From an optimization exercise on the open Yosys and OpenROAD flow, aimed at small area, a short achievable clock period and few clock cycles; shortcuts taken in it are not production practice.
Function was checked by simulation only, so behaviour that the tests miss may differ from the original.
No activity file was given, so power comes from the tool's default toggle rates.

## elc3_core
module elc3_core
(
    input   logic           clk,
    input   logic           reset,
    input   logic           run,
    input   logic           cont,
    input   logic           step,
    input   logic   [15:0]  start_pc,
    output  logic           halted,
    output  logic           paused,
    output  logic           invalid_op,
    output  logic   [15:0]  pc,
    output  logic   [15:0]  ir,
    output  logic   [15:0]  mem_addr,
    output  logic           mem_oe,
    output  logic           mem_we,
    output  logic   [15:0]  mem_wdata,
    input   logic   [15:0]  mem_rdata,
    input   logic   [7:0]   key_data,
    input   logic           key_valid,
    input   logic           disp_ready,
    output  logic           disp_we,
    output  logic   [7:0]   disp_data
);
export LEC_CHECK = 0
export ABC_AREA = 1
export CAP_MARGIN = 20
export CORE_MARGIN = 2
export CORE_UTILIZATION = 55
export CTS_CLUSTER_DIAMETER = 80
export CTS_CLUSTER_SIZE = 24
export PLACE_DENSITY = 0.72
export SLEW_MARGIN = 20
export TNS_END_PERCENT = 100
create_clock -name core_clock -period 10.0 [get_ports {clk}]
standard.sh (not shown) runs the stock make flow with config.mk's settings and CLKGATE_MAP_FILE= SYNTH_SCRIPT=/design/flow/synth_recipe.tcl, a recipe that flattens the netlist after the stock synthesis.
==> flow/flow/run.sh <==
#!/bin/bash
set -euo pipefail
export SETUP_SLACK_MARGIN=5.6
export BUFFER_PORTS_ARGS="-buffer_cell sky130_fd_sc_hd__buf_2"
bash standard.sh > standard.log 2>&1
Testbench counts at the start, summed over its fixed seeds: cycles 232,092.
Change:
--- a/flow/config.mk
+++ b/flow/config.mk
@@ -9,8 +9,6 @@
 export CAP_MARGIN = 20
 export CORE_MARGIN = 2
-export CORE_UTILIZATION = 55
-export CTS_CLUSTER_DIAMETER = 80
-export CTS_CLUSTER_SIZE = 24
-export PLACE_DENSITY = 0.72
+export CORE_UTILIZATION = 40
+export PLACE_DENSITY = 0.6
 export SLEW_MARGIN = 20
 export TNS_END_PERCENT = 100
After rerunning: Worst setup slack degrades by 0.0080 ns; count of clock-buffer cells in the layout went up by 10; clock skew went down by 0.011 ns; via count went down by 0.82%; register-to-register slack hardly moves; worst hold slack degrades by 0.0091 ns; final cell count went up by about 7%; cell area went up by about 5.4%.
Change:
--- a/flow/config.mk
+++ b/flow/config.mk
@@ -9,6 +9,7 @@
 export CAP_MARGIN = 20
 export CORE_MARGIN = 2
-export CORE_UTILIZATION = 40
-export PLACE_DENSITY = 0.6
+export CORE_UTILIZATION = 55
+export GPL_TIMING_DRIVEN = 1
+export PLACE_DENSITY = 0.72
 export SLEW_MARGIN = 20
 export TNS_END_PERCENT = 100
What happened: The changed run produced a clean layout; clock skew is higher by 0.0066 ns; design area fell by a few percent; utilization goes up by 15 points; clock power drops by roughly a tenth; critical path depth increases by 6; sequential power barely changes; routed wire length came out lower by a little under a tenth; count of clock-buffer cells in the layout came out higher by 2; maximum frequency shrinks slightly.
Change:
==> flow/flow/run.sh (replaced) <==
#!/bin/bash
set -euo pipefail
export SETUP_SLACK_MARGIN=6.0
export BUFFER_PORTS_ARGS="-buffer_cell sky130_fd_sc_hd__buf_2"
bash standard.sh > standard.log 2>&1
--- a/flow/config.mk
+++ b/flow/config.mk
@@ -9,7 +9,6 @@
 export CAP_MARGIN = 20
 export CORE_MARGIN = 2
-export CORE_UTILIZATION = 55
-export GPL_TIMING_DRIVEN = 1
-export PLACE_DENSITY = 0.72
+export CORE_UTILIZATION = 40
+export PLACE_DENSITY = 0.6
 export SLEW_MARGIN = 20
 export TNS_END_PERCENT = 100
Via count rises by 1.4%.
Wire length rises by 11%.
Total power rises by 7.9%.
Maximum frequency rises by 1.5%.
Synthesized cell count stays the same.
Change:
==> flow/flow/run.sh (replaced) <==
#!/bin/bash
set -euo pipefail
export SETUP_SLACK_MARGIN=5.6
export BUFFER_PORTS_ARGS="-buffer_cell sky130_fd_sc_hd__buf_2"
bash standard.sh > standard.log 2>&1
--- a/flow/config.mk
+++ b/flow/config.mk
@@ -9,6 +9,6 @@
 export CAP_MARGIN = 20
 export CORE_MARGIN = 2
-export CORE_UTILIZATION = 40
-export PLACE_DENSITY = 0.6
+export CORE_UTILIZATION = 70
+export PLACE_DENSITY = 0.85
 export SLEW_MARGIN = 20
 export TNS_END_PERCENT = 100
Setup slack gets worse by 0.37 ns. Wire length grows by 3.0%. Register-to-register slack got worse by 0.37 ns. Power went down by 2.7%. Via count goes up by 9.9%. Sequential power barely changes. Core utilization came out higher by 33 points. Flip-flop and latch count stays the same.
Change:
--- a/flow/config.mk
+++ b/flow/config.mk
@@ -9,6 +9,7 @@
 export CAP_MARGIN = 20
 export CORE_MARGIN = 2
-export CORE_UTILIZATION = 70
-export PLACE_DENSITY = 0.85
+export CORE_UTILIZATION = 40
+export CTS_BUF_LIST = sky130_fd_sc_hd__clkbuf_8
+export PLACE_DENSITY = 0.6
 export SLEW_MARGIN = 20
 export TNS_END_PERCENT = 100
Outcome: Sequential share of layout area went down by 0.19 points. Hold slack gets worse by 0.0031 ns. Worst setup slack improves by 0.34 ns. Wire length shrinks by a few percent. Final cell count is higher by a little under a tenth. Synthesized area stays the same. Clock-buffer cell count rose by 17. Die area increases by well over a third. Clock skew increases by 0.0061 ns. Critical path depth decreases by 15. Total power decreases by a few percent.


Another version of the RTL of elc3_core (not shown whole).
Size: roughly 2,100 cells after synthesis, ~130 I/O pins, roughly 16,000 um^2 of cells after synthesis.
Settings: LEC_CHECK=0, ABC_AREA=1, CAP_MARGIN=20, CORE_MARGIN=2, CORE_UTILIZATION=40, PLACE_DENSITY=0.6, SLEW_MARGIN=20, TNS_END_PERCENT=100; clock period 10.0 ns.
==> flow/flow/run.sh <==
#!/bin/bash
set -euo pipefail
export SETUP_SLACK_MARGIN=5.6
export BUFFER_PORTS_ARGS="-buffer_cell sky130_fd_sc_hd__buf_2"
bash standard.sh > standard.log 2>&1
Testbench counts at the start, summed over its fixed seeds: cycles 232,092.
Change:
==> flow/run.sh (new file) <==
#!/bin/bash
# synth_recipe.tcl (not shown) runs the flow's synth.tcl, then flattens the netlist and writes it again
# the make line also repeats each setting of config.mk as NAME=value (left out here)
make -C /OpenROAD-flow-scripts/flow DESIGN_CONFIG=/design/flow/config.mk WORK_HOME=/design/flow/orfs CLKGATE_MAP_FILE= SYNTH_SCRIPT=/design/flow/synth_recipe.tcl finish
--- a/flow/config.mk
+++ b/flow/config.mk
@@ -12,3 +12,2 @@
 export PLACE_DENSITY = 0.6
 export SLEW_MARGIN = 20
-export TNS_END_PERCENT = 100
removed: flow/flow/run.sh
removed: flow/standard.sh
Outcome: Wire length went down by about 2%; via count is about the same; clock skew rises by 0.013 ns; setup slack got worse by 1.3 ns.


== run A ==
elc3_core with an RTL version that a note above also has.
For scale: about 1,900 cells after synthesis, roughly 220 flip-flops, about 130 I/O pins.
Settings: LEC_CHECK=0, ABC_AREA=1, CAP_MARGIN=5, CORE_MARGIN=2, CORE_UTILIZATION=55, PLACE_DENSITY=0.72, SLEW_MARGIN=5, TNS_END_PERCENT=100; clock period 10.0 ns.
==> flow/flow/run.sh <==
#!/bin/bash
set -euo pipefail
export SETUP_SLACK_MARGIN=5.6
export BUFFER_PORTS_ARGS="-buffer_cell sky130_fd_sc_hd__buf_2"
bash standard.sh > standard.log 2>&1
Testbench counts of run A, summed over its fixed seeds: cycles 232,092.
The following lists how run B was set up differently from run A:
Settings: SLEW_MARGIN changed from 5 to 20; CAP_MARGIN changed from 5 to 20; CTS_CLUSTER_SIZE newly set to 32; CTS_CLUSTER_DIAMETER newly set to 60.
Notes after the runs:
On number of buffers and inverters on the critical path: between run A and run B, it ends up higher for run B.
Run B ended up with a higher number of vias after detailed routing than run A did.
The wire length in run B sits 330 µm above the value recorded for run A.
Taking run A as the reference, in run B met2 track demand over resource in global routing picked up an extra 0.57 points; final core utilization went up; TritonCTS buffer count saw a decrease.
The standard cells in run B occupy more silicon area than those in run A do.
| part of the power in combinational logic | run A vs run B | ≈ equal |
The final reports for run B and run A show sum of met2 wire segment lengths after detailed routing higher in the former.
Edits applied to the flow inputs when going from run B to run C:
Settings: removing CTS_CLUSTER_DIAMETER (formerly 60); changing PLACE_DENSITY from 0.72 to 0.6; setting CTS_BUF_LIST to sky130_fd_sc_hd__clkbuf_4 for the first time; removing CTS_CLUSTER_SIZE (formerly 32); changing CORE_UTILIZATION from 55 to 40.
==> comparison <==
The top layer reached by signal wires comes out met5 in one run and met4 in the other, namely in run B and run C respectively. In the reports for run C and run B, the larger insertion delay to the later sink of the worst-skew pair belongs to run C. Compared with run B, in run C fmax went up by about 1.6%; overall power consumption now larger; part of the power in the clock network fell 1.0 points. Worst-case hold slack, run C and run B: lower on run C.
#### Input delta (run D over run C)
Settings: a change of CORE_UTILIZATION from 40 to 55; a deleted CTS_BUF_LIST that had been sky130_fd_sc_hd__clkbuf_4; a change of PLACE_DENSITY from 0.6 to 0.72.
Findings:
[compare] base=run C new=run D: sequential power has remained practically unchanged, design area has decreased, met2 wire length has decreased. Taking run C as the reference, in run D area of the multi-input gates saw a decrease, die area saw a decrease. Part of the power in registers, run D and run C: smaller value in run C. Run D has completed all stages; timing, DRC and antenna checks passed. Looking at met2 routing resource usage after global routing, run D sits above run C. Run comparison: run C worst setup path startpoint sr2a[0]$_DFFE_PP_; run D worst setup path startpoint reset. In run D relative to run C, weighted congestion reported at the end of routability-driven placement had gone up by a little under 10%. Relative to run C, total power after layout has decreased by about 1.2% in run D.
For run E, these inputs were changed with respect to run D:
Settings: changing TNS_END_PERCENT from 100 to 25.
### Flow results
Comparing run E against run D, there is no change at all in power spent charging and discharging nets. Diff run D..run E | worst setup slack | unchanged. Data-path buffer share of cell area in the final layout: run E vs run D identical.
> inputs changed (run E -> run F)
Settings: TNS_END_PERCENT now 100, was 25.
==> flow/flow/run.sh <==
#!/bin/bash
set -euo pipefail
export SETUP_SLACK_MARGIN=5.8
export BUFFER_PORTS_ARGS="-buffer_cell sky130_fd_sc_hd__buf_2"
bash standard.sh > standard.log 2>&1
Findings:
Side by side, power of the combinational group turned out higher in run F than in run E.
Re fill cell instance count of the final layout: run E was higher than run F.
Across both runs, proportion of power drawn by the clock network was lower for run F than for run E.
Compared with run E, in run F overall routed net length went up about 4%, proportion of cell area occupied by registers lost 1.3 points, cell area went up 3.7%, fraction of layout instances using a drive strength above 1 up 4.1 points, final total power shows an increase of 62 µW.
Compared to run E, run F leaves less free space in the core.
Run E leaves less setup margin than run F.
Re vertical extent of the die: no difference whatsoever between run E and run F.


elc3_core with an RTL version that a note above also has.
For scale: ~220 flip-flops, roughly 130 I/O pins.
export LEC_CHECK = 0
export ABC_AREA = 1
export CAP_MARGIN = 20
export CORE_MARGIN = 2
export CORE_UTILIZATION = 40
export PLACE_DENSITY = 0.6
export SLEW_MARGIN = 20
export TNS_END_PERCENT = 100
create_clock -name core_clock -period 10.0 [get_ports {clk}]
==> flow/flow/run.sh <==
#!/bin/bash
set -euo pipefail
export SETUP_SLACK_MARGIN=5
export BUFFER_PORTS_ARGS="-buffer_cell sky130_fd_sc_hd__buf_2"
bash standard.sh > standard.log 2>&1
Testbench counts at the start, summed over its fixed seeds: cycles 232,092.
Change:
==> flow/run.sh (new file) <==
#!/bin/bash
# synth_recipe.tcl (not shown) runs the flow's synth.tcl, then flattens the netlist and writes it again
# the make line also repeats each setting of config.mk as NAME=value (left out here)
make -C /OpenROAD-flow-scripts/flow DESIGN_CONFIG=/design/flow/config.mk WORK_HOME=/design/flow/orfs CLKGATE_MAP_FILE= SYNTH_SCRIPT=/design/flow/synth_recipe.tcl finish
--- a/flow/config.mk
+++ b/flow/config.mk
@@ -12,0 +13 @@
+export SETUP_SLACK_MARGIN = 5
removed: flow/flow/run.sh
removed: flow/standard.sh
=> Via count grows by 2.4%; synthesized area does not change; first-iteration DRC count rose by 14%; total power rises by 1.2%; critical path depth drops by 8; clock-buffer cell count came out lower by 6; wire length grows by 0.91%; worst setup slack loses 0.17 ns.


RTL: one of the versions met above, not the one the previous note started from.
Size in the first run: about 1900 cells after synthesis.
Settings: LEC_CHECK=0, ABC_AREA=1, CAP_MARGIN=20, CORE_MARGIN=2, CORE_UTILIZATION=40, CTS_BUF_LIST=sky130_fd_sc_hd__clkbuf_4, PLACE_DENSITY=0.6, SLEW_MARGIN=20, TNS_END_PERCENT=100; clock period 10.0 ns.
==> flow/flow/run.sh <==
#!/bin/bash
set -euo pipefail
export SETUP_SLACK_MARGIN=5.3
export BUFFER_PORTS_ARGS="-buffer_cell sky130_fd_sc_hd__buf_2"
bash standard.sh > standard.log 2>&1
Testbench counts at the start, summed over its fixed seeds: cycles 232,092.
==> next run, changes <==
==> flow/flow/run.sh (replaced) <==
#!/bin/bash
set -euo pipefail
export SETUP_SLACK_MARGIN=5.6
export BUFFER_PORTS_ARGS="-buffer_cell sky130_fd_sc_hd__buf_2"
bash standard.sh > standard.log 2>&1
--- a/flow/config.mk
+++ b/flow/config.mk
@@ -10,5 +10,6 @@
 export CORE_MARGIN = 2
-export CORE_UTILIZATION = 40
-export CTS_BUF_LIST = sky130_fd_sc_hd__clkbuf_4
-export PLACE_DENSITY = 0.6
+export CORE_UTILIZATION = 55
+export CTS_CLUSTER_DIAMETER = 100
+export CTS_CLUSTER_SIZE = 18
+export PLACE_DENSITY = 0.72
 export SLEW_MARGIN = 20
Result: Power falls by 5.8%; flip-flop and latch count stays the same; synthesized area is unchanged; sequential power barely changes; final cell count falls by 7.3%; wire length falls by 4.8%.
==> next run, changes <==
--- a/flow/config.mk
+++ b/flow/config.mk
@@ -11,4 +11,4 @@
 export CORE_UTILIZATION = 55
-export CTS_CLUSTER_DIAMETER = 100
-export CTS_CLUSTER_SIZE = 18
+export CTS_CLUSTER_DIAMETER = 90
+export CTS_CLUSTER_SIZE = 28
 export PLACE_DENSITY = 0.72
Result: The new run went through all stages and came out clean. Via count is about the same. Synthesized cell count does not change. Clock-buffer cell count is lower by 11. Final area went down by 0.44%. Final cell count came out lower by 0.34%. Die area does not change. Non-clock buffer count goes up by 2.
==> next run, changes <==
--- a/flow/config.mk
+++ b/flow/config.mk
@@ -10,6 +10,4 @@
 export CORE_MARGIN = 2
-export CORE_UTILIZATION = 55
-export CTS_CLUSTER_DIAMETER = 90
-export CTS_CLUSTER_SIZE = 28
-export PLACE_DENSITY = 0.72
+export CORE_UTILIZATION = 60
+export PLACE_DENSITY = 0.75
 export SLEW_MARGIN = 20
Result: Combinational power rises by 4.2%. Final area climbs by about 3%. Routed wire length climbs by about 2%. Total power went up by 11%. Cell count increases by 0.59%. Worst setup slack gets better by 31 ps. Global-route usage rose by 4.1 points.

separate check: timing with driven ports:
The results above use ideal ports. As a check the final layouts listed here were re-extracted and re-timed, cells and wires unchanged.
Step 1, drivers: a clkbuf_16 drives clk and a buf_2 each remaining input, both assumed.
Step 2 moves the port delays by t, midway between the first and last clock arrival at a register: inputs arrive t later, outputs are due t later. That takes back most of the time a late clock gives input paths.
Three values: no drivers, after step 1, after step 2; two values: the first two.
run | t, ns | slack for setup (ns) | clock arrival spread, ns
the first run of note 1 | 0.544 | 5.729 / 5.729 / 5.255 | 0.025 / 0.025
the second run of note 1 | 0.604 | 5.721 / 5.721 / 5.311 | 0.013 / 0.014
the third run of note 1 | 0.613 | 5.687 / 5.723 / 5.110 | 0.020 / 0.020
the fourth run of note 1 | 0.601 | 5.752 / 5.752 / 5.236 | 0.016 / 0.015
the fifth run of note 1 | 0.590 | 5.384 / 5.384 / 5.024 | 0.020 / 0.020
the sixth run of note 1 | 0.620 | 5.722 / 5.722 / 5.235 | 0.026 / 0.026
the first run of note 2 | 0.611 | 5.603 / 5.603 / 5.179 | 0.016 / 0.016
the second run of note 2 | 0.623 | 4.333 / 4.282 / 4.415 | 0.030 / 0.030
run A | 0.613 | 5.702 / 5.712 / 5.125 | 0.019 / 0.019
run B | 0.587 | 5.634 / 5.634 / 5.176 | 0.017 / 0.017
run C | 0.791 | 5.702 / 5.687 / 5.069 | 0.047 / 0.047
run D | 0.613 | 5.687 / 5.723 / 5.110 | 0.020 / 0.020
run E | 0.613 | 5.687 / 5.723 / 5.110 | 0.020 / 0.020
run F | 0.613 | 5.803 / 5.803 / 5.342 | 0.011 / 0.012
the first run of note 4 | 0.607 | 5.325 / 5.295 / 4.847 | 0.019 / 0.019
the second run of note 4 | 0.622 | 5.160 / 5.108 / 4.587 | 0.028 / 0.028
the first run of note 5 | 0.793 | 5.519 / 5.519 / 5.039 | 0.047 / 0.046
the second run of note 5 | 0.552 | 5.671 / 5.671 / 5.224 | 0.030 / 0.029
the third run of note 5 | 0.540 | 5.653 / 5.687 / 5.147 | 0.038 / 0.038
the fourth run of note 5 | 0.592 | 5.684 / 5.684 / 5.201 | 0.020 / 0.020
After both steps every run listed still meets setup and hold. The setup slack of run C, which loses most, moves by -0.015 ns with the drivers and by -0.633 ns with both steps.
